From an optimization exercise on the open Yosys and OpenROAD flow, aimed at small area and a short achievable clock period; shortcuts taken in it are not production practice. Where RTL was checked, it was by simulation tests only, not by an equivalence proof against the original. For runs 1 and 3 to 5, only the layout was checked, not whether the RTL still works. The flow treats the clock pin as an ideal source. Dropping or thinning the clock tree relies on that and would not hold on a real chip. No activity file was given, so power comes from the tool's default toggle rates.

==> design/flow/design.v <==
module moving_avg_filt(
  input clk,
  input signed [7:0] signal_in,
  output signed [7:0] signal_out
  );
  parameter N = 64;  
  reg signed [7:0] q [0:N-1];
  reg signed [8:0] d;
  reg signed [13:0] sum;
  reg [13:0] acc;
  reg [5:0] phase;
  reg load;    
  integer i;
  wire [13:0] sum_base = load ? {~acc[13], acc[12:0]} : sum;
  wire [13:0] sum_next;
  wire [13:0] acc_next;
  bk_add #(.W(14)) sum_add (.a(sum_base), .b({{5{d[8]}}, d}), .s(sum_next));
  bk_add #(.W(14)) acc_add (.a(load ? 14'd0 : acc), .b({6'd0, ~q[0][7], q[0][6:0]}), .s(acc_next));
  always @(posedge clk) begin
    q[0] <= signal_in;
    for (i = 0; i < N - 1; i = i + 1)
      q[i + 1] <= q[i];
    d <= signal_in - q[N-1];
    phase <= phase + 6'd1;
    load <= (phase == 6'd62);
    sum <= sum_next;
    acc <= acc_next;
  end
  assign signal_out = sum[13:6];
endmodule
module bk_add #(parameter W = 14) (
  input [W-1:0] a,
  input [W-1:0] b,
  output [W-1:0] s
  );
  localparam M = 1 << $clog2(W);
  wire [W-1:0] p0 = a ^ b;
  wire [W-1:0] g0 = a & b;
  reg [M-1:0] g, p;
  integer i, k;
  always @* begin
    g = 0; p = 0;
    g[W-1:0] = g0; p[W-1:0] = p0;
    for (k = 1; k < M; k = k * 2)
      for (i = 2*k - 1; i < M; i = i + 2*k) begin
        g[i] = g[i] | (p[i] & g[i-k]);
        p[i] = p[i] & p[i-k];
      end
    for (k = M / 4; k >= 1; k = k / 2)
      for (i = 3*k - 1; i < M; i = i + 2*k) begin
        g[i] = g[i] | (p[i] & g[i-k]);
        p[i] = p[i] & p[i-k];
      end
  end
  assign s = p0 ^ {g[W-2:0], 1'b0};
endmodule
==> design/flow/flow/run.sh <==
#!/bin/bash
set -euo pipefail
bash standard.sh \
  BUFFER_PORTS_ARGS="-buffer_cell sky130_fd_sc_hd__buf_2" \
  CTS_ARGS="-sink_clustering_enable -repair_clock_nets -dont_use_dummy_load -sink_clustering_size 34 -sink_clustering_max_diameter 70 -buf_list {sky130_fd_sc_hd__clkbuf_16}" \
  SETUP_SLACK_MARGIN=5.6 \
  finish > flow.log 2>&1
==> design/flow/standard.sh <==
#!/bin/bash
# synth_recipe.tcl (not shown) runs the flow's synth.tcl, then flattens the netlist and writes it again
# the make line also repeats each setting of config.mk as NAME=value (left out here)
make -C /OpenROAD-flow-scripts/flow DESIGN_CONFIG=/design/flow/config.mk WORK_HOME=/design/flow/orfs CLKGATE_MAP_FILE= SYNTH_SCRIPT=/design/flow/synth_recipe.tcl "${@:-finish}"
==> design/flow/config.mk <==
export PLATFORM = sky130hd
export DESIGN_NAME = moving_avg_filt
export DESIGN_NICKNAME = moving_avg_filt
export VERILOG_FILES = /design/flow/design.v
export SDC_FILE = /design/flow/constraint.sdc
export NUM_CORES = 4
export LEC_CHECK = 0
export ABC_CLOCK_PERIOD_IN_PS = 2000
export CAP_MARGIN = 20
export CORE_MARGIN = 2
export CORE_UTILIZATION = 60
export HOLD_SLACK_MARGIN = 0
export PLACE_DENSITY = 0.75
export SLEW_MARGIN = 20
==> design/flow/constraint.sdc <==
create_clock -name core_clock -period 8.0 [get_ports {clk}]
set_input_delay 1.6000 -clock core_clock [delete_from_list [all_inputs] [get_ports {clk}]]
set_output_delay 1.6000 -clock core_clock [all_outputs]
set_load 0.01 [all_outputs]
==> results of run 1 <==
cell usage after synthesis, drive strengths merged, types with 9 or more instances:
library cell,n,area share [%]
fa,12,1.9
inv,38,1.1
ha,31,3.0
mux2,9,0.79
dfxtp,556,87
buf,11,0.59
a21oi,9,0.47
xnor2,18,1.2
nor2b,12,0.59
worst max-delay path, cell delays in order (launching register included):
cell     delay (ps)
dfxtp_4         420
mux2_4          330
ha_4            160
fa_2            350
a21o_1          180
a21oi_2         160
o21ai_2         100
a31oi_4         150
o21ai_2          70
fa_2            330
xor2_1          160
xnor2_1         150
flip-flops by register name, indices dropped and copies added (netlist names):
name,flops
acc,14
d,9
load,1
phase,6
q,512
sum,14
logic make-up after synthesis:
logic type,count (synthesis)
XOR/XNOR,23
buffers and inverters,49
multiplexers,14
AO/OA/AOI/OAI,29
AND/OR/NAND/NOR,38
flip-flops,556
adder cells (fa/ha/maj),43
cell type report:
class                   count  area share [%]
flip-flops and latches    556            78.0
clock buffers              20            3.50
well taps                 275            2.41
multi-input cells         147            12.4
inverters                  38            1.05
repair buffers             44            2.68
power groups by stage:
stage               clock network (mW)  registers [mW]  logic [mW]
floorplan                            0            3.06       0.372
global placement                     0            3.09       0.417
detailed placement                   0            3.09       0.449
CTS                               1.20            3.05       0.573
global route                      1.30            3.07       0.750
finish                            1.17            3.05       0.671
worst paths after layout:
kind	start	end	cells after the start
setup / recovery	load	sum[13]	11
hold / removal	q[3][4]	q[4][4]	0
setup reg to reg	load	sum[13]	11
hold reg to reg	q[3][4]	q[4][4]	0
metal layers:
| metal | up-vias | track usage (%) |
|---|---|---|
| li1 | 2427 | - |
| met2 | 43 | 21.6 |
| met4 | 0 | 4.39 |
| met1 | 2284 | 20.5 |
| met5 | - | 0 |
| met3 | 20 | 2.65 |
layout by cell type (no fill, tap or decap), drive strengths merged:
cell,Yosys,final
a21o,5,5
or2,1,1
xnor2,18,18
clkbuf,0,20
o21a,3,3
a31oi,2,2
a211oi,2,2
o21ai,3,3
mux2i,5,5
a41o,1,1
inv,38,38
a211o,2,2
nand2b,5,5
o21bai,1,1
nand3,3,3
nor3,1,1
nand4,2,2
xor2,5,5
mux2,9,9
and3,4,4
fa,12,12
nor4,1,1
dfxtp,556,556
ha,31,31
o2111ai,1,1
nor2b,12,12
or4,1,1
nand2,4,4
a21oi,9,9
nor2,4,4
buf,11,44
what timing repair did:
item,4_1_cts,5_1_grt
resized for setup,52,26
pin swaps,16,18
buffers inserted,17,11
setup endpoints to repair,30,29
hold buffers,0,0
stage by stage:
| stage | instance area, um2 | hold slack, ps | power (mW) |
|---|---|---|---|
| floorplan | 12900 | 310 | 3.44 |
| global placement | 13200 | 312 | 3.51 |
| detailed placement | 13200 | 312 | 3.54 |
| CTS | 14100 | 313 | 4.82 |
| global route | 14300 | 315 | 5.12 |
| finish | 14300 | 308 | 4.89 |
==> reports/qor.yml, run 1 <==
critical_path:
  r2r_setup_slack_ps: 5340
  cp-start-kind: "flop"
  required_ps: 8400
  crit_type: "reg -> reg"
  cp_max_fo: 6
  worstPathArrival_ps: 3070
  end_kind: "flop"
timing:
  tns_ps: 0
  rsz0062_at_grt: "yes"
  fin_ws_ps: 5340
  fmax_mhz: 375
  slew_viol_final: 0
  min_period_over_period_pct: 33.3
  finalSetupViolCount: 0
  skew_ps: 23.9
  worst_pin_slew_ps: 507
  period_needed_ps: 2660
  max_slew_margin_pct: 66.1
  finalHoldViolCount: 0
yosys:
  yosys_warnings: 3
  synth_mux_area_share_pct: 1.18
  synthAdderAreaFrac_pct: 4.91
  synth-compound-area-share_pct: 1.83
  ys_types: 37
  synthArstFlopShare_pct: 0
  synth_edf_count: 0
  synth_nets: 804
  syn_area_um2: 12800
  synth_xor_area_share_pct: 1.58
  synthSimpleGateAreaFrac_pct: 1.70
  yosysSeqAreaShare_pct: 87.1
  avgSynthCellArea_um2: 17.0
  synth_flop_cell: "dfxtp_1"
  synth_top_family_by_area: "adder cells"
  syn_inst: 752
  ys_seq_elements: 556
pwr:
  p_sw_share_pct: 22.6
  peakVddDrop_v: 0.000222
  p_comb_share_pct: 13.7
  seqPwrFrac_pct: 62.4
  clkPwrFrac_pct: 23.9
  internal-power_mw: 3.79
  powerDensity_nw_per_um2: 342
  switchingPower_mw: 1.11
  p_leak_nw: 5.96
global_routing:
  antenna_found_initial: 0
  grt_max_degree: 35
  grt_overflow_total: 0
  grt_util_all_layers_pct: 14.1
  grt_pass1_vias: 5083
  grt_pass1_wl_mm: 25.4
route:
  firstDrtPassIters: 4
  drtIter0Drc: 144
  avgViaCountPerCell: 4.42
  ant_nets: 0
  vias: 4774
  routed-wl-met2_mm: 6.74
  top_layer: "met4"
  drcViolationCount: 0
  drt-total-wl_mm: 15.3
  m1WireLength_mm: 7.70
  wire_per_inst_um: 14.1
  route.met3.wl_um: 492
clock_network:
  tritoncts: "done"
  insertion_delay_ps: 520
  cts_num_sinks: 556
  root_buffer: "clkbuf_16"
  htreeDepth: 1
  cts_buffer_depth: 3
  cts.clk_slew.worst_paths_ps: 110
  cts_buffers: 20
placement:
  port_buffers: 16
  routabilityCongestion: 0.731
  post-place-cells: 1032
  dp_hpwl_mm: 8.11
  place_ws_ps: 4860
finish:
  syn2layout_area_growth_pct: 11.8
  layout-drive-gt1-share_pct: 16.3
  num-fill-cells: 1380
  utilization_pct: 68.2
  multi_input_area_um2: 1770
  fin_cells: 1080
  nets: 859
  n_antenna_cell: 0
  register_area_um2: 11100
die:
  core_area_um2: 21000
  dieHeight_um: 150
  die_area_um2: 22500
  initial_core_util_pct: 61.0
  rows: 53
  die_w_um: 150
  ios: 17
hold_path:
  holdCritPathClass: "reg -> reg"
run_status:
  status: "finished clean"
run:
  cap_violations: 0
==> run 2, diff against run 1 <==
==> design/flow/design.v (replaced) <==
module moving_avg_filt(
  input clk,
  input signed [7:0] signal_in,
  output signed [7:0] signal_out
  );
  parameter N = 64;  
  reg signed [7:0] q [0:N-1];
  reg signed [8:0] d;
  reg signed [13:0] sum;
  reg [13:0] acc;
  reg [5:0] phase;
  reg load;    
  wire signed [13:0] acc_sum = {~acc[13], acc[12:0]};
  integer i;
  always @(posedge clk) begin
    q[0] <= signal_in;
    for (i = 0; i < N - 1; i = i + 1)
      q[i + 1] <= q[i];
    d <= signal_in - q[N-1];
    phase <= phase + 6'd1;
    load <= (phase == 6'd62);
    sum <= (load ? acc_sum : sum) + d;
    acc <= (load ? 14'd0 : acc) + {~q[0][7], q[0][6:0]};
  end
  assign signal_out = sum[13:6];
endmodule
==> design/flow/flow/run.sh (replaced) <==
#!/bin/bash
# Standard ORFS layout (standard synthesis unchanged) with port buffers of a
# plain buffer cell, no CTS dummy loads, a tighter setup repair target, and
# the clock tree's branch level removed after CTS (flow/collapse.tcl).
set -euo pipefail
bash standard.sh \
  BUFFER_PORTS_ARGS="-buffer_cell sky130_fd_sc_hd__buf_2" \
  CTS_ARGS="-sink_clustering_enable -repair_clock_nets -dont_use_dummy_load -sink_clustering_size 34 -sink_clustering_max_diameter 70 -buf_list {sky130_fd_sc_hd__clkbuf_16}" \
  POST_CTS_TCL="$PWD/flow/collapse.tcl" \
  SETUP_SLACK_MARGIN=5.4 \
  finish > flow.log 2>&1
==> design/flow/flow/collapse.tcl (new file) <==
# Remove the branch level of the clock tree: every clock buffer that the root
# buffer drives and that itself drives only clock buffers is taken out, and the
# buffers it drove are fed by the root buffer directly. All leaf buffers stay
# one level below the root, so every register's clock keeps the same depth.
set block [ord::get_db_block]
set clk_net [$block findNet clk]
set root ""
foreach it [$clk_net getITerms] {
  if {[$it isInputSignal]} { set root [$it getInst] }
}
set root_out [[$root findITerm X] getNet]
set removed 0
foreach it [$root_out getITerms] {
  set inst [$it getInst]
  if {$inst == $root} { continue }
  set x [$inst findITerm X]
  if {$x == "NULL" || $x == ""} { continue }
  set out [$x getNet]
  set loads {}
  set all_bufs 1
  foreach lt [$out getITerms] {
    if {[$lt getInst] == $inst} { continue }
    if {![string match "sky130_fd_sc_hd__clkbuf_*" [[[$lt getInst] getMaster] getName]]} { set all_bufs 0 }
    lappend loads $lt
  }
  if {!$all_bufs} { continue }
  foreach lt $loads {
    $lt disconnect
    $lt connect $root_out
  }
  $x disconnect
  $it disconnect
  odb::dbInst_destroy $inst
  odb::dbNet_destroy $out
  incr removed
}
puts "collapse.tcl: removed $removed branch clock buffers"
estimate_parasitics -placement
report_clock_skew
==> run 2 against run 1 <==
Count of clock-buffer cells in the layout down 2; sequential share of layout area grew 1.2 points; register-to-register slack improved by 180 ps; critical path depth fell by 10; still clean on timing, DRC and antenna; worst hold slack worse by 4.0 ps; critical endpoint is now signal_out[7]; core utilization decreased by 3.1 points.
==> reports/qor.yml, run 2 <==
critical_path:
  required_ps: 6400
  end_kind: "output port"
  r2r_setup_slack_ps: 5520
  cp_max_fo: 2
  path_cells: "buf_2"
  worstPathArrival_ps: 950
  worst-path-buf-inv: 1
  r2r_start: "load"
  cp-start-kind: "flop"
  crit_type: "reg -> out"
  crit_slowest_cell: "dfxtp_2"
  slowest_delay_ps: 340
  startpoint: "sum[13]"
  crit_family: "flip-flops"
timing:
  slew_viol_final: 0
  worst_pin_slew_ps: 445
  finalHoldViolCount: 0
  period_needed_ps: 2550
  tns_ps: 0
  finalSetupViolCount: 0
  min_period_over_period_pct: 31.8
  fmax_mhz: 393
  max_slew_margin_pct: 70.3
  rsz0062_at_grt: "no"
  skew_ps: 26.6
yosys:
  synth_flop_cell: "dfxtp_1"
  synth_edf_count: 0
  yosysSeqAreaShare_pct: 84.8
  synth_area_leaders: "dfxtp_1 (85%), ha_1 (3.0%), xnor2_1 (1.1%), mux2_2 (1.1%), nor2b_1 (0.81%)"
  ys_seq_elements: 556
  synthArstFlopShare_pct: 0
  yosys_warnings: 2
  yosysTopAreaCellShare_pct: 84.8
  yosysTopAreaCell: "dfxtp_1"
  ys_types: 49
  avgSynthCellArea_um2: 15.8
  synth.most_common_cell: "dfxtp_1"
  syn_inst: 832
  synth_nets: 875
  syn_area_um2: 13100
  ys_top_cells_by_count: "dfxtp_1 (556), ha_1 (31), inv_1 (28)"
finish:
  largest_register_ffs: 512
  num-fill-cells: 1544
  reg_top3: "q (512), acc (14), sum (14)"
  nets: 903
  largest_register: "q"
  final_cell_mix: "dfxtp_1 (547), ha_1 (29), inv_1 (27), nor2_1 (21), clkbuf_16 (19)"
  final_common_cell: "dfxtp_1"
  utilization_pct: 65.1
  n_antenna_cell: 0
  syn2layout_area_growth_pct: 7.24
  layout-drive-gt1-share_pct: 8.97
  fin_cells: 1138
route:
  drtIter0Drc: 206
  wire_per_inst_um: 13.6
  drt-total-wl_mm: 15.5
  vias: 5194
  ant_nets: 0
  avgViaCountPerCell: 4.56
  drcViolationCount: 0
  firstDrtPassIters: 4
global_routing:
  grt_pass1_wl_mm: 25.5
  antenna_found_initial: 0
  grt_util_all_layers_pct: 14.3
  grt_max_degree: 35
  grt_pass1_vias: 5110
  grt_overflow_total: 0
pwr:
  peakVddDrop_v: 0.000228
  powerDensity_nw_per_um2: 342
  power_mw: 4.81
  p_leak_nw: 5.81
clock_network:
  cts_num_sinks: 556
  insertion_delay_ps: 490
  cts.clk_slew.worst_paths_ps: 110
die:
  initial_core_util_pct: 60.7
  die_w_um: 152
  rows: 54
  die_area_um2: 23100
  dieHeight_um: 152
  core_area_um2: 21600
  ios: 17
hold_path:
  min_from: "q[1][7]"
  holdCritPathClass: "reg -> reg"
run_status:
  status: "finished clean"
placement:
  dp_hpwl_mm: 8.96
  routabilityCongestion: 0.774
  port_buffers: 16
  post-place-cells: 1118
run:
  cap_violations: 0
## run 2: changes by cell type in the layout (fill, tap and decap cells not counted), sizes merged, moves of 5 or more
cell   change
buf       -27
fa         -9
inv       -10
mux2       +5
nand2      +9
nand3      +7
nor2      +18
nor2b      +6
nor3       +9
o21a       +7
o21ai     +10
## run 2: metrics by stage
| step | hold WS (ps) | instance area (um2) | worst slack (ps) |
|---|---|---|---|
| 2_1_floorplan | 310 | 13200 | 5160 |
| 3_3_place_gp | 310 | 13500 | 4900 |
| 3_5_place_dp | 312 | 13500 | 4900 |
| 5_1_grt | 310 | 14100 | 5400 |
| 6_report | 304 | 14100 | 5450 |
## run 2: final timing paths
check	end	depth (start not counted)
setup reg to reg	sum[10]	8
setup / recovery	signal_out[7]	1
hold / removal	q[2][7]	0
hold reg to reg	q[2][7]	0
## run 2: logic make-up after synthesis
family | synth area share, %
AO/OA/AOI/OAI | 4.08
XOR/XNOR | 1.33
adder cells (fa/ha/maj) | 3.41
buffers and inverters | 1.34
flip-flops | 84.8
multiplexers | 1.38
AND/OR/NAND/NOR | 3.67
## run 2: routing by layer
metal  vias to the layer above  GRT usage, %  routed length (um)
met5                         -             0                   0
met2                        35          20.1                6390
li1                       2726             -                   -
met4                         0          6.50                 296
met3                        17          3.94                 343
met1                      2416          20.7                8450
## run 2: report_power, final
part	leakage [nW]	internal, mW	total (mW)	switching, mW
combinational	0.936	0.309	0.660	0.352
clock	0.222	0.405	1.12	0.711
sequential	4.65	2.96	3.04	0.0734
total	5.81	3.68	4.81	1.14
## run 2: final cells by class
| class | count | area (um2) | share of cell area, % |
|---|---|---|---|
| Sequential cell | 556 | 11100 | 79.2 |
| Multi-Input combinational cell | 237 | 1880 | 13.4 |
| Clock buffer | 18 | 450 | 3.20 |
| Tap cell | 280 | 350 | 2.49 |
| Timing Repair Buffer | 19 | 141 | 1.00 |
| Inverter | 28 | 113 | 0.800 |
==> run 3, diff against run 2 <==
--- a/design/flow/design.v
+++ b/design/flow/design.v
@@ -11,4 +11,14 @@
   reg [5:0] phase;
-  reg load;    
+  reg load;
+  reg keep;
   wire signed [13:0] acc_sum = {~acc[13], acc[12:0]};
+  wire [7:0] acc_lo = keep ? acc[7:0] : 8'd0;
+  wire [8:0] alo = {1'b0, acc_lo} + {1'b0, ~q[0][7], q[0][6:0]};
+  wire [5:0] ahi_up = acc[13:8] + 6'd1;
+  wire [5:0] ahi = keep ? (alo[8] ? ahi_up : acc[13:8]) : 6'd0;
+  wire [13:0] base = load ? acc_sum : sum;
+  wire [9:0] lo = {1'b0, base[8:0]} + {1'b0, d[8:0]};
+  wire [4:0] hi_up = base[13:9] + 5'd1;
+  wire [4:0] hi_dn = base[13:9] - 5'd1;
+  wire [4:0] hi = (lo[9] == d[8]) ? base[13:9] : (lo[9] ? hi_up : hi_dn);
   integer i;
@@ -21,4 +31,5 @@
     load <= (phase == 6'd62);
-    sum <= (load ? acc_sum : sum) + d;
-    acc <= (load ? 14'd0 : acc) + {~q[0][7], q[0][6:0]};
+    keep <= (phase != 6'd62);
+    sum <= {hi, lo[8:0]};
+    acc <= {ahi, alo[7:0]};
   end
==> run 3 against run 2 <==
Critical path depth rose by 12; worst hold slack got worse by 45 ps; setup slack got worse by 220 ps; synthesized cell count is 4.4% lower.
==> reports/qor.yml, run 3 <==
finish:
  n_antenna_cell: 0
  reg_top3: "q (512), acc (14), sum (14)"
  postLayoutCellArea_um2: 14100
  utilization_pct: 66.6
  final_cell_mix: "dfxtp_1 (552), inv_1 (27), xnor2_1 (22), nor2_1 (21), ha_1 (21)"
  syn2layout_area_growth_pct: 8.96
  largest_register: "q"
  fin_cells: 1104
  final_common_cell: "dfxtp_1"
  nets: 875
  largest_register_ffs: 512
  layout-drive-gt1-share_pct: 10.9
timing:
  max_slew_margin_pct: 68.9
  timing.hold.ws_ps: 259
  rsz0062_at_grt: "yes"
  min_period_over_period_pct: 34.5
  tns_ps: 0
  period_needed_ps: 2760
  fin_ws_ps: 5240
  fmax_mhz: 362
  finalSetupViolCount: 0
  skew_ps: 63.1
  slew_viol_final: 0
  worst_pin_slew_ps: 462
  finalHoldViolCount: 0
critical_path:
  path_cells: "buf_6, mux2_4, ha_4, a211oi_2, nor2_2, a211oi_4, inv_2, fa_2, nand2b_4, o2bb2ai_2, and2_1, mux2i_1, xnor2_1"
  crit_type: "reg -> reg"
  cp_max_fo: 5
  end_kind: "flop"
  crit_slowest_cell: "dfxtp_4"
  worstPathArrival_ps: 3120
  cp-start-kind: "flop"
  slowest_delay_ps: 360
  crit_family: "compound AO/OA/AOI/OAI gates"
  required_ps: 8360
  worst-path-buf-inv: 2
yosys:
  ys_seq_elements: 557
  yosysTopAreaCell: "dfxtp_1"
  synthArstFlopShare_pct: 0
  yosysTopAreaCellShare_pct: 86.5
  synth.most_common_cell: "dfxtp_1"
  syn_inst: 795
  synth_edf_count: 0
  ys_types: 38
  synth_flop_cell: "dfxtp_1"
  avgSynthCellArea_um2: 16.2
  yosysSeqAreaShare_pct: 86.5
  ys_top_cells_by_count: "dfxtp_1 (557), ha_1 (31), inv_1 (30)"
  synth_area_leaders: "dfxtp_1 (86%), ha_1 (3.0%), xnor2_1 (1.5%), mux2_2 (1.0%), inv_1 (0.87%)"
  synth_nets: 839
  syn_area_um2: 12900
  yosys_warnings: 2
die:
  dieHeight_um: 151
  initial_core_util_pct: 61.2
  rows: 53
  ios: 17
  core_area_um2: 21100
  die_area_um2: 22700
  die_w_um: 151
placement:
  dp_hpwl_mm: 9.23
  post-place-cells: 1076
  place_ws_ps: 4780
  routabilityCongestion: 0.804
  placed_cell_area_um2: 13400
  port_buffers: 16
global_routing:
  grt_util_all_layers_pct: 15.0
  antenna_found_initial: 0
  grt_pass1_vias: 5152
  grt_overflow_total: 0
  grt_pass1_wl_mm: 25.6
  grt_max_degree: 35
pwr:
  p_leak_nw: 5.79
  power_mw: 4.67
  peakVddDrop_v: 0.000209
  powerDensity_nw_per_um2: 332
route:
  drtIter0Drc: 154
  vias: 4937
  wire_per_inst_um: 14.0
  ant_nets: 0
  drcViolationCount: 0
  avgViaCountPerCell: 4.47
  drt-total-wl_mm: 15.4
  firstDrtPassIters: 4
clock_network:
  insertion_delay_ps: 500
  cts_num_sinks: 557
  cts.clk_slew.worst_paths_ps: 110
hold_path:
  holdCritPathClass: "reg -> reg"
run:
  cap_violations: 0
run_status:
  status: "finished clean"
## run 3: changes by cell type after synthesis, moves of 5 or more
cell	before	now
nor2b_1	17	5
nor3_1	10	2
and2_1	2	9
o21a_1	10	4
mux2i_1	2	7
xnor2_1	17	22
## run 3: kinds of logic (layout without fill, tap and decap cells)
| family | Yosys count | count (layout) | share of synthesized area [%] |
|---|---|---|---|
| DFF | 557 | 557 | 86.5 |
| xor gates and xnor gates | 26 | 26 | 1.82 |
| buffers and inverters | 40 | 74 | 1.41 |
| adders and majority gates | 35 | 35 | 3.63 |
| muxes | 19 | 19 | 1.59 |
| AOI/OAI and AO/OA | 50 | 50 | 2.45 |
| and+or+nand+nor | 68 | 68 | 2.63 |
## run 3: worst reg2reg max path: stages (launching register included)
cell and delay, ps:
dfxtp_4 360, buf_6 130, mux2_4 310, ha_4 170, a211oi_2 230, nor2_2 80, a211oi_4 280, inv_2 60
fa_2 350, nand2b_4 140, o2bb2ai_2 120, and2_1 150, mux2i_1 170, xnor2_1 90
## run 3: path summary, 6_finish.rpt
path | endpoint | from | slack, ps | cells past startpoint
hold / removal | q[39][0] | q[38][0] | 260 | 0
setup / recovery | sum[13] | load | 5240 | 13
hold reg to reg | q[39][0] | q[38][0] | 260 | 0
setup reg to reg | sum[13] | load | 5240 | 13
## run 3: metal layers
layer / share of wire (%) / vias up / track usage, %
met5: 0 / - / 0
met4: 2.5 / 0 / 7.57
met3: 2.4 / 27 / 4.09
met2: 44 / 35 / 22.8
met1: 51 / 2316 / 20.1
li1: - / 2559 / -
## run 3: final cells by class
type | instances | area [um2]
timing repair buffer | 25 | 185
fill | 1437 | 7040
inverter | 30 | 120
tap | 275 | 344
sequential | 557 | 11200
multi-input combinational | 198 | 1770
clock buffer | 19 | 475
## run 3: report_power, final
group	switching [mW]	internal, mW
combinational	0.247	0.297
clock	0.714	0.425
sequential	0.0520	2.93
total	1.01	3.65
==> run 4, diff against run 3 <==
==> design/flow/design.v (replaced) <==
module moving_avg_filt(
  input clk,
  input signed [7:0] signal_in,
  output signed [7:0] signal_out
  );
  parameter N = 64;  
  reg signed [7:0] q [0:N];
  reg signed [13:0] sum;
  reg [13:0] acc;
  reg [5:0] phase;
  reg load;
  reg keep;
  wire signed [13:0] acc_sum = {~acc[13], acc[12:0]};
  wire [13:0] base = load ? acc_sum : sum;
  wire [7:0] u = {~q[0][7], q[0][6:0]};
  wire [7:0] v = {q[N][7], ~q[N][6:0]};
  wire [7:0] s3 = base[7:0] ^ u ^ v;
  wire [7:0] c3 = (base[7:0] & u) | (base[7:0] & v) | (u & v);
  wire [7:0] acc_lo = keep ? acc[7:0] : 8'd0;
  wire [8:0] alo = {1'b0, acc_lo} + {1'b0, ~q[0][7], q[0][6:0]};
  wire [5:0] ahi_up = acc[13:8] + 6'd1;
  wire [5:0] ahi = keep ? (alo[8] ? ahi_up : acc[13:8]) : 6'd0;
  integer i;
  always @(posedge clk) begin
    q[0] <= signal_in;
    for (i = 0; i < N; i = i + 1)
      q[i + 1] <= q[i];
    phase <= phase + 6'd1;
    load <= (phase == 6'd62);
    keep <= (phase != 6'd62);
    sum <= {base[13:8] - 6'd1, s3} + {5'd0, c3, 1'b1};
    acc <= {ahi, alo[7:0]};
  end
  assign signal_out = sum[13:6];
endmodule
==> run 4 against run 3 <==
Still clean on timing, DRC and antenna; combinational power grew 15%; design area shrank 2.4%; critical path depth shrank 2; non-clock buffer count is the same; register-to-register slack lost 40 ps; worst hold slack gained 64 ps; final cell count shrank 3.2%; via count shrank 2.8%; clock power is essentially flat; routed wire length shrank 3.9%; area after synthesis shrank 1.4%; fmax shrank 1.4%.
==> reports/qor.yml, run 4 <==
route:
  drtIter0Drc: 182
  avgViaCountPerCell: 4.49
  vias: 4798
  drt-total-wl_mm: 14.8
  firstDrtPassIters: 4
  ant_nets: 0
  drcViolationCount: 0
  wire_per_inst_um: 13.9
yosys:
  ys_seq_elements: 556
  synthSimpleGateAreaFrac_pct: 2.19
  ys_types: 36
  synthArstFlopShare_pct: 0
  yosysTopAreaCell: "dfxtp_1"
  yosysTopAreaCellShare_pct: 87.6
  syn_area_um2: 12700
  synth_edf_count: 0
  synth.most_common_cell: "dfxtp_1"
  syn_inst: 762
  synth-compound-area-share_pct: 1.77
  avgSynthCellArea_um2: 16.7
  synth_nets: 801
  ys_top_cells_by_count: "dfxtp_1 (556), inv_1 (32), ha_1 (20)"
  synth_xor_area_share_pct: 1.71
  yosysSeqAreaShare_pct: 87.6
  synth_flop_cell: "dfxtp_1"
  synth_top_family_by_area: "adder cells"
  synth_area_leaders: "dfxtp_1 (88%), ha_1 (2.0%), fa_1 (1.6%), mux2i_1 (1.3%), xnor2_1 (1.2%)"
  yosys_warnings: 2
  synth_mux_area_share_pct: 1.62
  synthAdderAreaFrac_pct: 3.54
global_routing:
  grt_util_all_layers_pct: 14.6
  grt_util_met2_pct: 21.6
  grt_overflow_total: 0
  use_met1_pct: 19.7
  busiest_layer: "met2"
  grt_pass1_wl_mm: 24.4
  use_met3_pct: 5.27
  grt_pass1_vias: 4837
  antenna_found_initial: 0
  grt_max_degree: 35
hold_path:
  min_from: "q[8][1]"
  holdPathStages: 0
  worstHoldEndpoint: "q[9][1]"
  holdCritPathClass: "reg -> reg"
finish:
  final_cell_mix: "dfxtp_1 (547), inv_1 (30), clkbuf_16 (18), xnor2_1 (17), ha_1 (17)"
  postLayoutCellArea_um2: 13700
  reg_top3: "q (520), acc (14), sum (14)"
  largest_register: "q"
  syn2layout_area_growth_pct: 7.94
  final_common_cell: "dfxtp_1"
  layout-drive-gt1-share_pct: 10.2
  utilization_pct: 65.7
  largest_register_ffs: 520
  nets: 834
clock_network:
  cts_num_sinks: 556
  cts.clk_slew.worst_paths_ps: 110
  insertion_delay_ps: 500
timing:
  slew_viol_final: 0
  max_slew_margin_pct: 67.0
  min_period_over_period_pct: 35.0
  fmax_mhz: 357
  skew_ps: 29.4
  fin_ws_ps: 5200
  period_needed_ps: 2800
  finalHoldViolCount: 0
  finalSetupViolCount: 0
  rsz0062_at_grt: "yes"
  tns_ps: 0
  worst_pin_slew_ps: 490
critical_path:
  worstPathArrival_ps: 3190
  reg2reg_to: "sum[13]"
  end_kind: "flop"
  path_cells: "buf_6, mux2i_1, fa_1, inv_1, ha_2, o21a_1, o31a_1, o2111ai_2, a31oi_2, mux2i_1, xnor2_1"
  crit_type: "reg -> reg"
  worst-path-buf-inv: 2
  required_ps: 8390
  crit_path_frequent_cell: "mux2i_1"
  r2r_start: "load"
  crit_family: "adder cells"
  crit_slowest_cell: "fa_1"
  cp-start-kind: "flop"
  cp_max_fo: 6
  r2r_cells: 11
  r2r_setup_slack_ps: 5200
  slowest_delay_ps: 480
die:
  die_area_um2: 22400
  core_area_um2: 20900
  ios: 17
  rows: 53
  die_w_um: 150
  dieHeight_um: 150
  initial_core_util_pct: 60.9
placement:
  port_buffers: 16
  dp_hpwl_mm: 8.59
  routabilityCongestion: 0.805
  place_ws_ps: 4610
  placed_cell_area_um2: 13100
pwr:
  powerDensity_nw_per_um2: 343
  peakVddDrop_v: 0.000226
  p_leak_nw: 5.70
  power_mw: 4.71
run_status:
  status: "finished clean"
run:
  cap_violations: 0
run 4: changes by cell type after synthesis, moves of 4 or more:
cell,previous run,this run
nor2_1,22,3
o21ai_0,16,3
ha_1,31,20
mux2_2,12,2
mux2i_1,7,17
fa_1,4,10
a21oi_1,16,11
xnor2_1,22,17
o21ai_1,1,5
run 4: how the worst max path moves through the flow:
stage | from | slack [ps] | to | depth (start not counted)
2_1_floorplan | load | 5210 | sum[12] | 11
3_3_place_gp | load | 4730 | sum[12] | 9
3_5_place_dp | load | 4610 | sum[12] | 9
5_1_grt | load | 5090 | sum[13] | 11
6_report | load | 5200 | sum[13] | 11
run 4: cell families (layout without fill, tap and decap cells):
| logic type | Yosys count | after routing |
|---|---|---|
| flops | 556 | 556 |
| simple gates | 52 | 52 |
| buf+inv | 44 | 75 |
| compound gates | 36 | 36 |
| fa+ha+maj | 30 | 30 |
| xor+xnor | 24 | 24 |
| mux | 20 | 20 |
| other cells | 0 | 1 |
run 4: final cells by class:
class | count | area [um2]
sequential | 556 | 11100
fill | 1430 | 7170
multi-input combinational | 162 | 1490
clock buffer | 18 | 450
tap | 275 | 344
timing repair buffer | 25 | 164
inverter | 32 | 120
antenna | 1 | 2.50
run 4: per-layer routing:
metal	vias up	part of all wire [%]
met2	57	44
li1	2423	-
met3	29	3.6
met1	2289	50
met5	-	0
met4	0	2.2
run 4: per-stage QoR:
stage          hold WS (ps)  instances
3_5_place_dp            312       1041
3_3_place_gp            310       1041
6_report                323       1069
2_1_floorplan           310        762
5_1_grt                 322       1068
run 4: power by group:
part	internal, mW	switching, mW	total, mW	leakage (nW)
clock network	0.404	0.704	1.11	0.222
logic	0.307	0.319	0.626	0.831
registers	2.93	0.0524	2.98	4.65
==> run 5, diff against run 4 <==
--- a/design/flow/design.v
+++ b/design/flow/design.v
@@ -14,6 +14,6 @@
   wire [13:0] base = load ? acc_sum : sum;
-  wire [7:0] u = {~q[0][7], q[0][6:0]};
-  wire [7:0] v = {q[N][7], ~q[N][6:0]};
-  wire [7:0] s3 = base[7:0] ^ u ^ v;
-  wire [7:0] c3 = (base[7:0] & u) | (base[7:0] & v) | (u & v);
+  wire [13:0] x = {{6{q[0][7]}}, q[0]};
+  wire [13:0] y = ~{{6{q[N][7]}}, q[N]};
+  wire [13:0] s3 = base ^ x ^ y;
+  wire [13:0] c3 = (base & x) | (base & y) | (x & y);
   wire [7:0] acc_lo = keep ? acc[7:0] : 8'd0;
@@ -30,3 +30,3 @@
     keep <= (phase != 6'd62);
-    sum <= {base[13:8] - 6'd1, s3} + {5'd0, c3, 1'b1};
+    sum <= s3 + {c3[12:0], 1'b1};
     acc <= {ahi, alo[7:0]};
==> run 5 against run 4 <==
Die area up 1.9%; synthesized cell count up 5.4%; count of clock-buffer cells in the layout up 1; register-to-register slack better by 140 ps; largest cell class unchanged.
==> reports/qor.yml, run 5 <==
clock_network:
  cts_num_sinks: 556
  insertion_delay_ps: 510
  cts.clk_slew.worst_paths_ps: 110
finish:
  largest_register_ffs: 520
  postLayoutCellArea_um2: 14000
  layout-drive-gt1-share_pct: 9.92
  largest_register: "q"
  n_antenna_cell: 0
  reg_top3: "q (520), acc (14), sum (14)"
  syn2layout_area_growth_pct: 8.34
  nets: 886
  final_common_cell: "dfxtp_1"
  final_cell_mix: "dfxtp_1 (543), inv_1 (40), xnor2_1 (19), ha_1 (19), clkbuf_16 (19)"
  fin_cells: 1112
critical_path:
  r2r_setup_slack_ps: 5340
  crit_family: "adder cells"
  crit_type: "reg -> reg"
  worstPathArrival_ps: 3060
  crit_path_frequent_cell: "a21o_1"
  required_ps: 8410
  cp_max_fo: 8
  slowest_delay_ps: 510
  end_kind: "flop"
  worst-path-buf-inv: 1
  cp-start-kind: "flop"
  path_cells: "mux2i_1, fa_1, inv_1, ha_2, a21o_1, a21o_1, or4_1, a32o_1"
  crit_slowest_cell: "or4_1"
global_routing:
  antenna_found_initial: 0
  grt_pass1_wl_mm: 25.3
  grt_max_degree: 35
  grt_util_all_layers_pct: 15.1
  grt_overflow_total: 0
  grt_pass1_vias: 5113
pwr:
  power_mw: 4.81
  p_leak_nw: 5.83
  peakVddDrop_v: 0.000213
  powerDensity_nw_per_um2: 343
die:
  core_area_um2: 21100
  ios: 17
  die_area_um2: 22800
  initial_core_util_pct: 61.5
  dieHeight_um: 151
  die_w_um: 151
  rows: 53
hold_path:
  holdCritPathClass: "reg -> reg"
yosys:
  ys_types: 39
  yosys_warnings: 2
  avgSynthCellArea_um2: 16.1
  ys_top_cells_by_count: "dfxtp_1 (556), inv_1 (42), ha_1 (23)"
  synth_area_leaders: "dfxtp_1 (86%), fa_1 (2.3%), ha_1 (2.2%), xnor2_1 (1.3%), inv_1 (1.2%)"
  yosysTopAreaCell: "dfxtp_1"
  ys_seq_elements: 556
  syn_inst: 803
  synth_nets: 850
  synth_flop_cell: "dfxtp_1"
  yosysSeqAreaShare_pct: 85.9
  yosysTopAreaCellShare_pct: 85.9
  synthArstFlopShare_pct: 0
  synth.most_common_cell: "dfxtp_1"
  syn_area_um2: 13000
  synth_edf_count: 0
timing:
  worst_pin_slew_ps: 450
  tns_ps: 0
  finalSetupViolCount: 0
  max_slew_margin_pct: 69.7
  fmax_mhz: 376
  min_period_over_period_pct: 33.2
  slew_viol_final: 0
  rsz0062_at_grt: "yes"
  finalHoldViolCount: 0
  skew_ps: 54.5
  period_needed_ps: 2660
placement:
  dp_hpwl_mm: 9.12
  post-place-cells: 1081
  placed_cell_area_um2: 13300
  port_buffers: 16
  routabilityCongestion: 0.813
route:
  vias: 4967
  drcViolationCount: 0
  drtIter0Drc: 200
  ant_nets: 0
  wire_per_inst_um: 13.8
  avgViaCountPerCell: 4.47
  drt-total-wl_mm: 15.3
  firstDrtPassIters: 4
run_status:
  status: "finished clean"
run:
  cap_violations: 0
run 5: power breakdown:
group / leakage [nW] / internal [mW] / total, mW / switching [mW]
clock network: 0.234 / 0.425 / 1.14 / 0.715
logic: 0.951 / 0.333 / 0.687 / 0.354
registers: 4.65 / 2.93 / 2.98 / 0.0558
total: 5.83 / 3.69 / 4.81 / 1.12
run 5: logic make-up after synthesis:
logic type / Yosys count / synth area share (%)
AO/OA/AOI/OAI: 52 / 2.60
adder cells (fa/ha/maj): 38 / 4.54
AND/OR/NAND/NOR: 64 / 2.42
flip-flops: 556 / 85.9
multiplexers: 16 / 1.25
buffers and inverters: 55 / 1.83
XOR/XNOR: 22 / 1.49
run 5: final cells by class:
class | count | area, um2
flip-flops and latches | 556 | 11200
fillers | 1467 | 7050
multi-input cells | 192 | 1700
repair buffers | 28 | 215
clock buffers | 19 | 475
inverters | 42 | 160
well taps | 275 | 344
run 5: final timing paths:
kind	from	endpoint	cells past startpoint
setup / recovery	load	sum[13]	8
hold / removal	q[22][0]	q[23][0]	0
setup reg to reg	load	sum[13]	8
hold reg to reg	q[22][0]	q[23][0]	0
run 5: per-stage QoR:
step | hold slack, ps | util (%) | setup slack [ps]
final | 267 | 66.6 | 5340
after global routing | 278 | 66.6 | 5270
after detailed placement | 312 | 63.3 | 4720
after global placement | 310 | 63.3 | 4760
after floorplan | 310 | - | 5330
run 5: routing by layer:
layer  up-vias  track usage, %  wire length, um
met5         -               0                0
met4         0            5.47              228
met3        20            5.78              540
met2        42            22.5             6620
met1      2334            20.2             7900
li1       2571               -                -
==> run 6, diff against run 5 <==
--- a/design/flow/design.v
+++ b/design/flow/design.v
@@ -6,3 +6,4 @@
   parameter N = 64;  
-  reg signed [7:0] q [0:N];
+  reg signed [7:0] q [0:N-1];
+  reg signed [8:0] d;
   reg signed [13:0] sum;
@@ -13,7 +14,2 @@
   wire signed [13:0] acc_sum = {~acc[13], acc[12:0]};
-  wire [13:0] base = load ? acc_sum : sum;
-  wire [13:0] x = {{6{q[0][7]}}, q[0]};
-  wire [13:0] y = ~{{6{q[N][7]}}, q[N]};
-  wire [13:0] s3 = base ^ x ^ y;
-  wire [13:0] c3 = (base & x) | (base & y) | (x & y);
   wire [7:0] acc_lo = keep ? acc[7:0] : 8'd0;
@@ -25,4 +21,5 @@
     q[0] <= signal_in;
-    for (i = 0; i < N; i = i + 1)
+    for (i = 0; i < N - 1; i = i + 1)
       q[i + 1] <= q[i];
+    d <= signal_in - q[N-1];
     phase <= phase + 6'd1;
@@ -30,3 +27,3 @@
     keep <= (phase != 6'd62);
-    sum <= s3 + {c3[12:0], 1'b1};
+    sum <= (load ? acc_sum : sum) + d;
     acc <= {ahi, alo[7:0]};
--- a/design/flow/config.mk
+++ b/design/flow/config.mk
@@ -10,5 +10,5 @@
 export CORE_MARGIN = 2
-export CORE_UTILIZATION = 60
+export CORE_UTILIZATION = 50
 export HOLD_SLACK_MARGIN = 0
-export PLACE_DENSITY = 0.75
+export PLACE_DENSITY = 0.65
 export SLEW_MARGIN = 20
==> run 6 against run 5 <==
Still clean; combinational power is 48% lower; clock power hardly changed; first-iteration DRC count is 11% higher; non-clock buffer count is 8 lower; sequential cell count is 1 higher; sequential power hardly changed; total power is 7.1% lower; register-to-register slack better by 170 ps; final cell count is 3.3% higher; area after synthesis is 0.73% lower; critical path depth is 7 lower; global-route usage is 3.4 points lower; critical path type is now reg -> out; largest cell class unchanged; highest routed layer is now met5.
==> reports/qor.yml, run 6 <==
run_status:
  status: "finished clean"
yosys:
  synthArstFlopShare_pct: 0
  synth_area_leaders: "dfxtp_1 (87%), ha_1 (3.1%), xnor2_1 (1.4%), mux2_2 (1.1%), a21oi_1 (0.74%)"
  ys_top_cells_by_count: "dfxtp_1 (557), ha_1 (32), xnor2_1 (20)"
  synth_flop_cell: "dfxtp_1"
  synth.most_common_cell: "dfxtp_1"
  syn_inst: 789
  synth_nets: 833
  yosys_warnings: 2
  yosysTopAreaCellShare_pct: 86.7
  yosysTopAreaCell: "dfxtp_1"
  ys_types: 39
  avgSynthCellArea_um2: 16.3
  syn_area_um2: 12900
  synth_edf_count: 0
  ys_seq_elements: 557
  yosysSeqAreaShare_pct: 86.7
finish:
  largest_register: "q"
  num-fill-cells: 2038
  syn2layout_area_growth_pct: 7.71
  reg_top3: "q (512), acc (14), sum (14)"
  nets: 863
  postLayoutCellArea_um2: 13900
  final_cell_mix: "dfxtp_1 (549), ha_1 (31), xnor2_1 (20), clkbuf_16 (19), inv_1 (18)"
  largest_register_ffs: 512
  layout-drive-gt1-share_pct: 8.69
  final_common_cell: "dfxtp_1"
  utilization_pct: 54.9
global_routing:
  grt_util_all_layers_pct: 11.7
  grt_max_degree: 35
  grt_pass1_wl_mm: 23.5
  grt_pass1_vias: 4774
  antenna_found_initial: 1
  grt_overflow_total: 0
critical_path:
  cp_max_fo: 2
  worstPathArrival_ps: 940
  slowest_delay_ps: 350
  worst-path-buf-inv: 1
  cp-start-kind: "flop"
  r2r_cells: 7
  reg2reg_to: "sum[10]"
  crit_slowest_cell: "dfxtp_2"
  crit_family: "flip-flops"
  required_ps: 6400
  end_kind: "output port"
  r2r_start: "load"
  r2r_setup_slack_ps: 5510
  path_cells: "buf_2"
  crit_type: "reg -> out"
hold_path:
  min_from: "q[59][2]"
  holdCritPathClass: "reg -> reg"
  worstHoldEndpoint: "q[60][2]"
  holdPathStages: 0
route:
  avgViaCountPerCell: 4.26
  route.met3.wl_um: 467
  top_layer: "met5"
  drtIter0Drc: 222
  routed-wl-met2_mm: 5.19
  drcViolationCount: 0
  ant_nets: 0
  m1WireLength_mm: 7.93
  drt-total-wl_mm: 14.0
  vias: 4899
  wire_per_inst_um: 12.2
  firstDrtPassIters: 4
die:
  dieHeight_um: 164
  die_w_um: 164
  initial_core_util_pct: 50.9
  die_area_um2: 27000
  ios: 17
  core_area_um2: 25300
  rows: 58
timing:
  worst_pin_slew_ps: 410
  finalSetupViolCount: 0
  finalHoldViolCount: 0
  slew_viol_final: 0
  fmax_mhz: 393
  tns_ps: 0
  max_slew_margin_pct: 72.3
  skew_ps: 46.9
  min_period_over_period_pct: 31.8
  period_needed_ps: 2540
  rsz0062_at_grt: "yes"
pwr:
  powerDensity_nw_per_um2: 322
  p_leak_nw: 5.72
  peakVddDrop_v: 0.000205
clock_network:
  cts_num_sinks: 557
  cts.clk_slew.worst_paths_ps: 110
  insertion_delay_ps: 510
placement:
  port_buffers: 16
  placed_cell_area_um2: 13300
  dp_hpwl_mm: 8.00
  routabilityCongestion: 0.764
run:
  cap_violations: 0
## run 6: cell count changes in the layout (fill, tap and decap cells not counted), sizes merged, moves of 3 or more
cell and change:
a21boi -3, buf -8, fa -12, ha +9
inv -23, mux2 +12, mux2i -13, o41ai +3
xor2 +4
## run 6: per-stage QoR
step	std cells	setup slack [ps]	power (mW)	hold WS, ps
6_report	1149	5460	4.47	309
5_1_grt	1147	5400	4.67	309
3_5_place_dp	1124	4890	3.39	312
3_3_place_gp	1124	4900	3.38	310
2_1_floorplan	789	5160	3.33	310
## run 6: worst max path at each step
stage	from	end	slack (ps)	cells after the start
2_1_floorplan	signal_in[0]	d[8]	5160	8
3_3_place_gp	signal_in[0]	d[8]	4900	9
3_5_place_dp	signal_in[0]	d[8]	4890	9
5_1_grt	sum[10]	signal_out[4]	5400	1
6_report	sum[6]	signal_out[0]	5460	1
## run 6: layout make-up
cell class | count | area (um2) | share of cell area (%)
multi-input cells | 202 | 1610 | 11.6
well taps | 330 | 413 | 2.98
repair buffers | 20 | 116 | 0.840
flip-flops and latches | 557 | 11200 | 80.6
clock buffers | 19 | 475 | 3.43
inverters | 19 | 78.8 | 0.569
diodes | 2 | 5.00 | 0.0361
## run 6: power by group
group / leakage [nW] / total [mW] / internal [mW] / switching (mW)
Combinational: 0.828 / 0.354 / 0.178 / 0.175
Clock: 0.234 / 1.14 / 0.425 / 0.713
Sequential: 4.66 / 2.98 / 2.93 / 0.0464
## run 6: logic make-up after synthesis
logic type	share of synthesized area, %
adders and majority gates	3.58
AOI/OAI and AO/OA	2.63
DFF	86.7
muxes	1.29
and+or+nand+nor	2.86
buffers and inverters	1.14
xor gates and xnor gates	1.84
## run 6: layer usage
layer | vias to the layer above | GRT usage [%]
met5 | - | 0
met4 | 2 | 6.64
met3 | 29 | 4.29
met2 | 29 | 14.6
met1 | 2271 | 17.2
li1 | 2568 | -
==> run 7, diff against run 6 <==
--- a/design/flow/config.mk
+++ b/design/flow/config.mk
@@ -10,5 +10,5 @@
 export CORE_MARGIN = 2
-export CORE_UTILIZATION = 50
+export CORE_UTILIZATION = 70
 export HOLD_SLACK_MARGIN = 0
-export PLACE_DENSITY = 0.65
+export PLACE_DENSITY = 0.85
 export SLEW_MARGIN = 20
==> run 7 against run 6 <==
Clock skew grew 6.4 ps; still clean on timing, DRC and antenna; synthesized cell count is the same; setup slack lost 27 ps; sequential cell count is the same; clock power is essentially flat; critical path type unchanged; first-iteration DRC count grew 49%; count of clock-buffer cells in the layout is the same; core utilization grew 21 points; final cell count shrank 9.1%; largest power group unchanged.
==> reports/qor.yml, run 7 <==
run_status:
  status: "finished clean"
yosys:
  synth_edf_count: 0
  synth_flop_cell: "dfxtp_1"
  ys_types: 39
  yosysTopAreaCellShare_pct: 86.7
  synth_area_leaders: "dfxtp_1 (87%), ha_1 (3.1%), xnor2_1 (1.4%), mux2_2 (1.1%), a21oi_1 (0.74%)"
  synthArstFlopShare_pct: 0
  avgSynthCellArea_um2: 16.3
  yosys_warnings: 2
  synth_mux_area_share_pct: 1.29
  syn_inst: 789
  ys_top_cells_by_count: "dfxtp_1 (557), ha_1 (32), xnor2_1 (20)"
  ys_seq_elements: 557
  synthSimpleGateAreaFrac_pct: 2.86
  synth.most_common_cell: "dfxtp_1"
  syn_area_um2: 12900
  synth-compound-area-share_pct: 2.63
  synth_nets: 833
  synthAdderAreaFrac_pct: 3.58
  synth_top_family_by_area: "adder cells"
  yosysTopAreaCell: "dfxtp_1"
  yosysSeqAreaShare_pct: 86.7
  synth_xor_area_share_pct: 1.84
die:
  die_w_um: 140
  dieHeight_um: 140
  core_area_um2: 18000
  ios: 17
  initial_core_util_pct: 71.4
  rows: 49
  die_area_um2: 19500
route:
  vias: 5103
  wire_per_inst_um: 17.0
  drtIter0Drc: 331
  drcViolationCount: 0
  drt-total-wl_mm: 17.7
  avgViaCountPerCell: 4.88
  firstDrtPassIters: 4
  ant_nets: 0
timing:
  tns_ps: 0
  period_needed_ps: 2570
  fmax_mhz: 389
  worst_pin_slew_ps: 489
  finalHoldViolCount: 0
  max_slew_margin_pct: 67.0
  slew_viol_final: 0
  timing.hold.ws_ps: 265
  skew_ps: 53.3
  finalSetupViolCount: 0
  min_period_over_period_pct: 32.1
  rsz0062_at_grt: "no"
clock_network:
  cts_num_sinks: 557
  cts.clk_slew.worst_paths_ps: 110
  insertion_delay_ps: 500
pwr:
  seqPwrFrac_pct: 66.0
  powerDensity_nw_per_um2: 329
  internal-power_mw: 3.55
  switchingPower_uw: 979
  clkPwrFrac_pct: 25.5
  peakVddDrop_v: 0.000277
  p_sw_share_pct: 21.6
  p_comb_share_pct: 8.6
  p_leak_nw: 5.72
finish:
  reg_top3: "q (512), acc (14), sum (14)"
  largest_register: "q"
  postLayoutCellArea_um2: 13800
  layout-drive-gt1-share_pct: 9.19
  final_common_cell: "dfxtp_1"
  final_cell_mix: "dfxtp_1 (548), ha_1 (30), xnor2_1 (20), clkbuf_16 (19), inv_1 (18)"
  nets: 862
  largest_register_ffs: 512
  syn2layout_area_growth_pct: 6.88
  n_antenna_cell: 0
placement:
  placed_cell_area_um2: 13200
  routabilityCongestion: 0.826
  dp_hpwl_mm: 10.2
  port_buffers: 16
global_routing:
  grt_util_all_layers_pct: 19.3
  grt_pass1_vias: 5303
  busiest_layer: "met2"
  use_met1_pct: 25.8
  grt_pass1_wl_mm: 28.4
  grt_max_degree: 35
  antenna_found_initial: 0
  use_met3_pct: 4.89
  grt_util_met2_pct: 30.8
  grt_overflow_total: 0
critical_path:
  slowest_delay_ps: 350
  worst-path-buf-inv: 1
  crit_family: "flip-flops"
  crit_slowest_cell: "dfxtp_2"
  crit_type: "reg -> out"
  worstPathArrival_ps: 970
  path_cells: "buf_2"
  cp-start-kind: "flop"
  cp_max_fo: 2
  r2r_setup_slack_ps: 5440
  required_ps: 6400
  end_kind: "output port"
run:
  cap_violations: 0
hold_path:
  holdCritPathClass: "reg -> reg"
==> run 7: cell counts after synthesis <==
No cell type changed its count.
==> run 7: layer usage <==
layer  up-vias  wire, um
met5         -         0
met4         0       399
met3        34       559
met2        86      8510
met1      2422      8240
li1       2561         -
==> run 7: worst paths after layout <==
kind | cells past startpoint | end | from
setup / recovery | 1 | signal_out[0] | sum[6]
hold / removal | 0 | q[28][0] | q[27][0]
setup reg to reg | 7 | sum[10] | load
hold reg to reg | 0 | q[28][0] | q[27][0]
==> run 7: logic make-up after synthesis <==
kind of cell	count (synthesis)
DFF	557
adders and majority gates	35
xor gates and xnor gates	27
AOI/OAI and AO/OA	55
muxes	15
buffers and inverters	30
and+or+nand+nor	70
==> run 7: layout make-up <==
class / instances / area, um2
Timing Repair Buffer: 19 / 119
Inverter: 19 / 78.8
Tap cell: 229 / 287
Multi-Input combinational cell: 202 / 1630
Clock buffer: 19 / 475
Fill cell: 973 / 4270
Sequential cell: 557 / 11200
==> run 7: metrics by stage <==
| stage | total power, mW | cells | utilization, % | worst slack [ps] |
|---|---|---|---|---|
| floorplan | 3.33 | 789 | - | 5160 |
| global placement | 3.37 | 1023 | 73.2 | 4920 |
| detailed placement | 3.40 | 1023 | 73.2 | 4870 |
| global route | 4.67 | 1045 | 76.3 | 5400 |
| finish | 4.53 | 1045 | 76.3 | 5430 |
==> run 7: power groups by stage <==
stage	sequential, mW	combinational, mW	clock [mW]
global route	3.00	0.423	1.25
global placement	3.03	0.335	0
detailed placement	3.04	0.358	0
floorplan	3.02	0.310	0
finish	2.99	0.389	1.15
==> run 8, diff against run 7 <==
--- a/design/flow/flow/run.sh
+++ b/design/flow/flow/run.sh
@@ -9,3 +9,3 @@
   POST_CTS_TCL="$PWD/flow/collapse.tcl" \
-  SETUP_SLACK_MARGIN=5.4 \
+  SETUP_SLACK_MARGIN=5.5 \
   finish > flow.log 2>&1
--- a/design/flow/config.mk
+++ b/design/flow/config.mk
@@ -10,5 +10,5 @@
 export CORE_MARGIN = 2
-export CORE_UTILIZATION = 70
+export CORE_UTILIZATION = 60
 export HOLD_SLACK_MARGIN = 0
-export PLACE_DENSITY = 0.85
+export PLACE_DENSITY = 0.75
 export SLEW_MARGIN = 20
==> run 8 against run 7 <==
Still clean on timing, DRC and antenna; first-iteration DRC count is 22% lower; critical path depth stayed put; sequential share of layout area is 0.82 points lower; setup slack better by 35 ps; non-clock buffer count is 2 higher; fmax is 1.4% higher; area after synthesis stayed put; critical endpoint unchanged; largest cell class unchanged; largest power group unchanged.
==> reports/qor.yml, run 8 <==
die:
  core_area_um2: 21000
  dieHeight_um: 150
  die_area_um2: 22600
  rows: 53
  ios: 17
  initial_core_util_pct: 61.2
  die_w_um: 150
critical_path:
  cp-start-kind: "flop"
  cp_max_fo: 2
  path_cells: "buf_6"
  crit_family: "flip-flops"
  worstPathArrival_ps: 940
  end_kind: "output port"
  crit_type: "reg -> out"
  worst-path-buf-inv: 1
  required_ps: 6400
  crit_slowest_cell: "dfxtp_2"
  slowest_delay_ps: 360
placement:
  place_ws_ps: 4870
  routabilityCongestion: 0.770
  dp_hpwl_mm: 9.35
  post-place-cells: 1069
  port_buffers: 16
  placed_cell_area_um2: 13300
finish:
  layout-drive-gt1-share_pct: 9.78
  largest_register: "q"
  syn2layout_area_growth_pct: 7.98
  n_antenna_cell: 0
  final_cell_mix: "dfxtp_1 (547), ha_1 (30), xnor2_1 (20), clkbuf_16 (19), inv_1 (18)"
  largest_register_ffs: 512
  fin_cells: 1093
  reg_top3: "q (512), acc (14), sum (14)"
  final_common_cell: "dfxtp_1"
  nets: 864
  utilization_pct: 66.1
  postLayoutCellArea_um2: 13900
timing:
  tns_ps: 0
  rsz0062_at_grt: "yes"
  min_period_over_period_pct: 31.7
  max_slew_margin_pct: 74.5
  period_needed_ps: 2540
  finalHoldViolCount: 0
  timing.hold.ws_ps: 299
  slew_viol_final: 0
  skew_ps: 42.5
  finalSetupViolCount: 0
  fin_ws_ps: 5460
  worst_pin_slew_ps: 378
  fmax_mhz: 394
yosys:
  synthArstFlopShare_pct: 0
  yosys_warnings: 2
  ys_types: 39
  syn_inst: 789
  synth_flop_cell: "dfxtp_1"
  yosysSeqAreaShare_pct: 86.7
  synth_area_leaders: "dfxtp_1 (87%), ha_1 (3.1%), xnor2_1 (1.4%), mux2_2 (1.1%), a21oi_1 (0.74%)"
  synth.most_common_cell: "dfxtp_1"
  synth_edf_count: 0
  synth_nets: 833
  ys_top_cells_by_count: "dfxtp_1 (557), ha_1 (32), xnor2_1 (20)"
  yosysTopAreaCellShare_pct: 86.7
  yosysTopAreaCell: "dfxtp_1"
  avgSynthCellArea_um2: 16.3
  ys_seq_elements: 557
  syn_area_um2: 12900
route:
  drt-total-wl_mm: 16.6
  drcViolationCount: 0
  drtIter0Drc: 259
  wire_per_inst_um: 15.2
  vias: 5042
  firstDrtPassIters: 4
  avgViaCountPerCell: 4.61
  ant_nets: 0
pwr:
  p_leak_nw: 5.75
  switchingPower_uw: 982
  powerDensity_nw_per_um2: 327
  power_mw: 4.55
  p_comb_share_pct: 9.0
  internal-power_mw: 3.57
  p_sw_share_pct: 21.6
  seqPwrFrac_pct: 65.7
  peakVddDrop_v: 0.000244
  clkPwrFrac_pct: 25.3
clock_network:
  cts.clk_slew.worst_paths_ps: 110
  cts_num_sinks: 557
  insertion_delay_ps: 510
global_routing:
  grt_overflow_total: 0
  grt_util_all_layers_pct: 16.3
  grt_pass1_vias: 5193
  grt_max_degree: 35
  antenna_found_initial: 0
  grt_pass1_wl_mm: 27.2
hold_path:
  holdCritPathClass: "reg -> reg"
run_status:
  status: "finished clean"
run:
  cap_violations: 0
[run 8: cell counts after synthesis]
Identical to the previous run, type by type.
[run 8: cell families after synthesis]
family | share of synthesized area (%)
fa+ha+maj | 3.58
mux | 1.29
buf+inv | 1.14
compound gates | 2.63
simple gates | 2.86
xor+xnor | 1.84
flops | 86.7
[run 8: area by class of cell]
type                       instances  area (um2)
multi-input combinational        202        1640
fill                            1371        7130
inverter                          19        78.8
sequential                       557       11200
timing repair buffer              21         185
clock buffer                      19         475
tap                              275         344
[run 8: path summary, 6_finish.rpt]
kind	endpoint	slack (ps)	from	cells past startpoint
max	signal_out[0]	5460	sum[6]	1
min	q[17][0]	300	q[16][0]	0
max reg2reg	sum[10]	5470	load	7
min reg2reg	q[17][0]	300	q[16][0]	0
[run 8: power groups by stage]
stage | registers (mW) | logic (mW) | clock network (mW)
after global routing | 3.00 | 0.448 | 1.28
final | 2.99 | 0.408 | 1.15
after detailed placement | 3.04 | 0.358 | 0
after floorplan | 3.02 | 0.310 | 0
after global placement | 3.03 | 0.343 | 0
[run 8: per-layer routing]
metal	GRT usage, %	part of all wire [%]
met5	0	0
met4	6.89	2.2
met2	24.2	45
met1	22.6	50
met3	4.94	3.1
==> run 9, diff against run 8 <==
--- a/design/flow/flow/run.sh
+++ b/design/flow/flow/run.sh
@@ -9,3 +9,3 @@
   POST_CTS_TCL="$PWD/flow/collapse.tcl" \
-  SETUP_SLACK_MARGIN=5.5 \
+  SETUP_SLACK_MARGIN=5.3 \
   finish > flow.log 2>&1
==> run 9 against run 8 <==
Global-route usage decreased by 1.8 points; largest cell class unchanged; clock skew decreased by 8.3 ps; still clean; setup slack got worse by 100 ps; combinational power decreased by 13%.
==> reports/qor.yml, run 9 <==
finish:
  fin_cells: 1091
  n_antenna_cell: 0
  final_common_cell: "dfxtp_1"
  final_cell_mix: "dfxtp_1 (556), ha_1 (31), xnor2_1 (20), clkbuf_16 (19)"
  nets: 862
  largest_register_ffs: 512
  layout-drive-gt1-share_pct: 7.35
  syn2layout_area_growth_pct: 6.88
  largest_register: "q"
  postLayoutCellArea_um2: 13800
  reg_top3: "q (512), acc (14), sum (14)"
global_routing:
  grt_pass1_wl_mm: 24.8
  grt_util_all_layers_pct: 14.6
  grt_overflow_total: 0
  grt_pass1_vias: 5001
  grt_max_degree: 35
  antenna_found_initial: 0
yosys:
  syn_area_um2: 12900
  avgSynthCellArea_um2: 16.3
  yosysSeqAreaShare_pct: 86.7
  synth.most_common_cell: "dfxtp_1"
  synth_edf_count: 0
  ys_seq_elements: 557
  yosysTopAreaCell: "dfxtp_1"
  ys_types: 39
  synth_nets: 833
  yosys_warnings: 2
  synth_flop_cell: "dfxtp_1"
  ys_top_cells_by_count: "dfxtp_1 (557), ha_1 (32), xnor2_1 (20)"
  syn_inst: 789
  yosysTopAreaCellShare_pct: 86.7
  synth_area_leaders: "dfxtp_1 (87%), ha_1 (3.1%), xnor2_1 (1.4%), mux2_2 (1.1%), a21oi_1 (0.74%)"
  synthArstFlopShare_pct: 0
critical_path:
  crit_type: "in -> reg"
  worstPathArrival_ps: 3040
  required_ps: 8400
  end_kind: "flop"
  cp_max_fo: 3
  cp-start-kind: "input pin"
die:
  die_area_um2: 22600
  dieHeight_um: 150
  die_w_um: 150
  rows: 53
  initial_core_util_pct: 61.2
  core_area_um2: 21000
  ios: 17
run:
  cap_violations: 0
placement:
  placed_cell_area_um2: 13200
  dp_hpwl_mm: 8.95
  place_ws_ps: 4830
  port_buffers: 16
  routabilityCongestion: 0.776
  post-place-cells: 1069
timing:
  min_period_over_period_pct: 33.0
  finalHoldViolCount: 0
  tns_ps: 0
  skew_ps: 34.2
  max_slew_margin_pct: 72.2
  period_needed_ps: 2640
  finalSetupViolCount: 0
  fin_ws_ps: 5360
  fmax_mhz: 379
  slew_viol_final: 0
  worst_pin_slew_ps: 412
  rsz0062_at_grt: "no"
clock_network:
  cts_num_sinks: 557
  cts.clk_slew.worst_paths_ps: 110
  insertion_delay_ps: 510
route:
  drt-total-wl_mm: 15.2
  wire_per_inst_um: 13.9
  drtIter0Drc: 194
  firstDrtPassIters: 4
  avgViaCountPerCell: 4.48
  drcViolationCount: 0
  ant_nets: 0
  vias: 4887
pwr:
  powerDensity_nw_per_um2: 325
  peakVddDrop_v: 0.000206
  p_leak_nw: 5.71
hold_path:
  holdCritPathClass: "reg -> reg"
run_status:
  status: "finished clean"
-- run 9: cell counts after synthesis --
Identical to the previous run, type by type.
-- run 9: final timing paths --
path	slack, ps	end	start	depth (start not counted)
setup / recovery	5360	d[8]	signal_in[0]	9
hold / removal	300	q[49][7]	q[48][7]	0
setup reg to reg	5450	sum[10]	load	8
hold reg to reg	300	q[49][7]	q[48][7]	0
-- run 9: power breakdown --
group / switching [mW] / total [mW] / internal (mW)
clock network: 0.716 / 1.14 / 0.425
registers: 0.0464 / 2.97 / 2.93
logic: 0.183 / 0.356 / 0.174
total: 0.945 / 4.47 / 3.53
-- run 9: critical path, cell delays in order --
cell     delay (ps)
buf_2           140
inv_8            30
ha_4            150
fa_2            390
nor2b_1         120
o21a_1          180
o21ai_1         110
a21oi_2         190
o22ai_1         110
-- run 9: per-stage QoR --
step                util [%]  power [mW]  hold WS (ps)
floorplan                  -        3.33           310
global placement        63.0        3.37           312
detailed placement      63.0        3.39           312
global route            65.4        4.64           299
finish                  65.4        4.47           301
-- run 9: kinds of logic after synthesis --
family                   synth area share [%]
flip-flops                               86.7
AND/OR/NAND/NOR                          2.86
AO/OA/AOI/OAI                            2.63
adder cells (fa/ha/maj)                  3.58
buffers and inverters                    1.14
XOR/XNOR                                 1.84
multiplexers                             1.29
-- run 9: area by class of cell --
| type | count | area (um2) |
|---|---|---|
| clock buffer | 19 | 475 |
| fill | 1432 | 7270 |
| tap | 275 | 344 |
| inverter | 19 | 78.8 |
| multi-input combinational | 202 | 1600 |
| timing repair buffer | 19 | 103 |
| sequential | 557 | 11200 |
-- run 9: metal layers --
layer / up-vias / global-route usage (%) / part of all wire [%]
met5: - / 0 / 0
met3: 21 / 4.58 / 2.5
met2: 40 / 20.8 / 42
met4: 0 / 6.79 / 1.9
li1: 2555 / - / -
met1: 2271 / 20.5 / 54

[what the ideal ports hide]
The flow's constraints put no driver on any port. The routed layouts listed below were extracted and timed again, unchanged, in two steps. Step 1 assumes that a clkbuf_16 drives the clock port and a buf_2 every other input. Step 2, shift: input delay + t, output delay - t, t = (earliest + latest rising clock arrival at the registers) / 2. This alone moves slack from input paths to output paths. a / b / c = ideal / step 1 / step 2; a / b = the first two.
run | t (ns) | setup WS [ns] | latest minus earliest clock arrival (ns) | worst slew at a driven data input, ns
run 1 | 0.556 | 5.336 / 5.336 / 4.954 | 0.025 / 0.025 | 0.06
run 2 | 0.528 | 5.455 / 5.410 / 4.997 | 0.035 / 0.035 | 0.08
run 3 | 0.516 | 5.237 / 5.237 / 5.009 | 0.070 / 0.070 | 0.07
run 4 | 0.528 | 5.198 / 5.198 / 5.198 | 0.034 / 0.033 | 0.03
run 5 | 0.528 | 5.341 / 5.341 / 5.341 | 0.056 / 0.056 | 0.03
run 6 | 0.534 | 5.455 / 5.409 / 4.959 | 0.048 / 0.047 | 0.09
run 7 | 0.524 | 5.429 / 5.383 / 4.982 | 0.058 / 0.058 | 0.04
run 8 | 0.532 | 5.464 / 5.421 / 4.933 | 0.043 / 0.043 | 0.05
run 9 | 0.542 | 5.361 / 5.378 / 4.844 | 0.044 / 0.043 | 0.07
After both steps setup and hold are still met in every run listed. The setup slack of run 8, which loses most, moves by -0.043 ns with the drivers and by -0.531 ns with both steps.
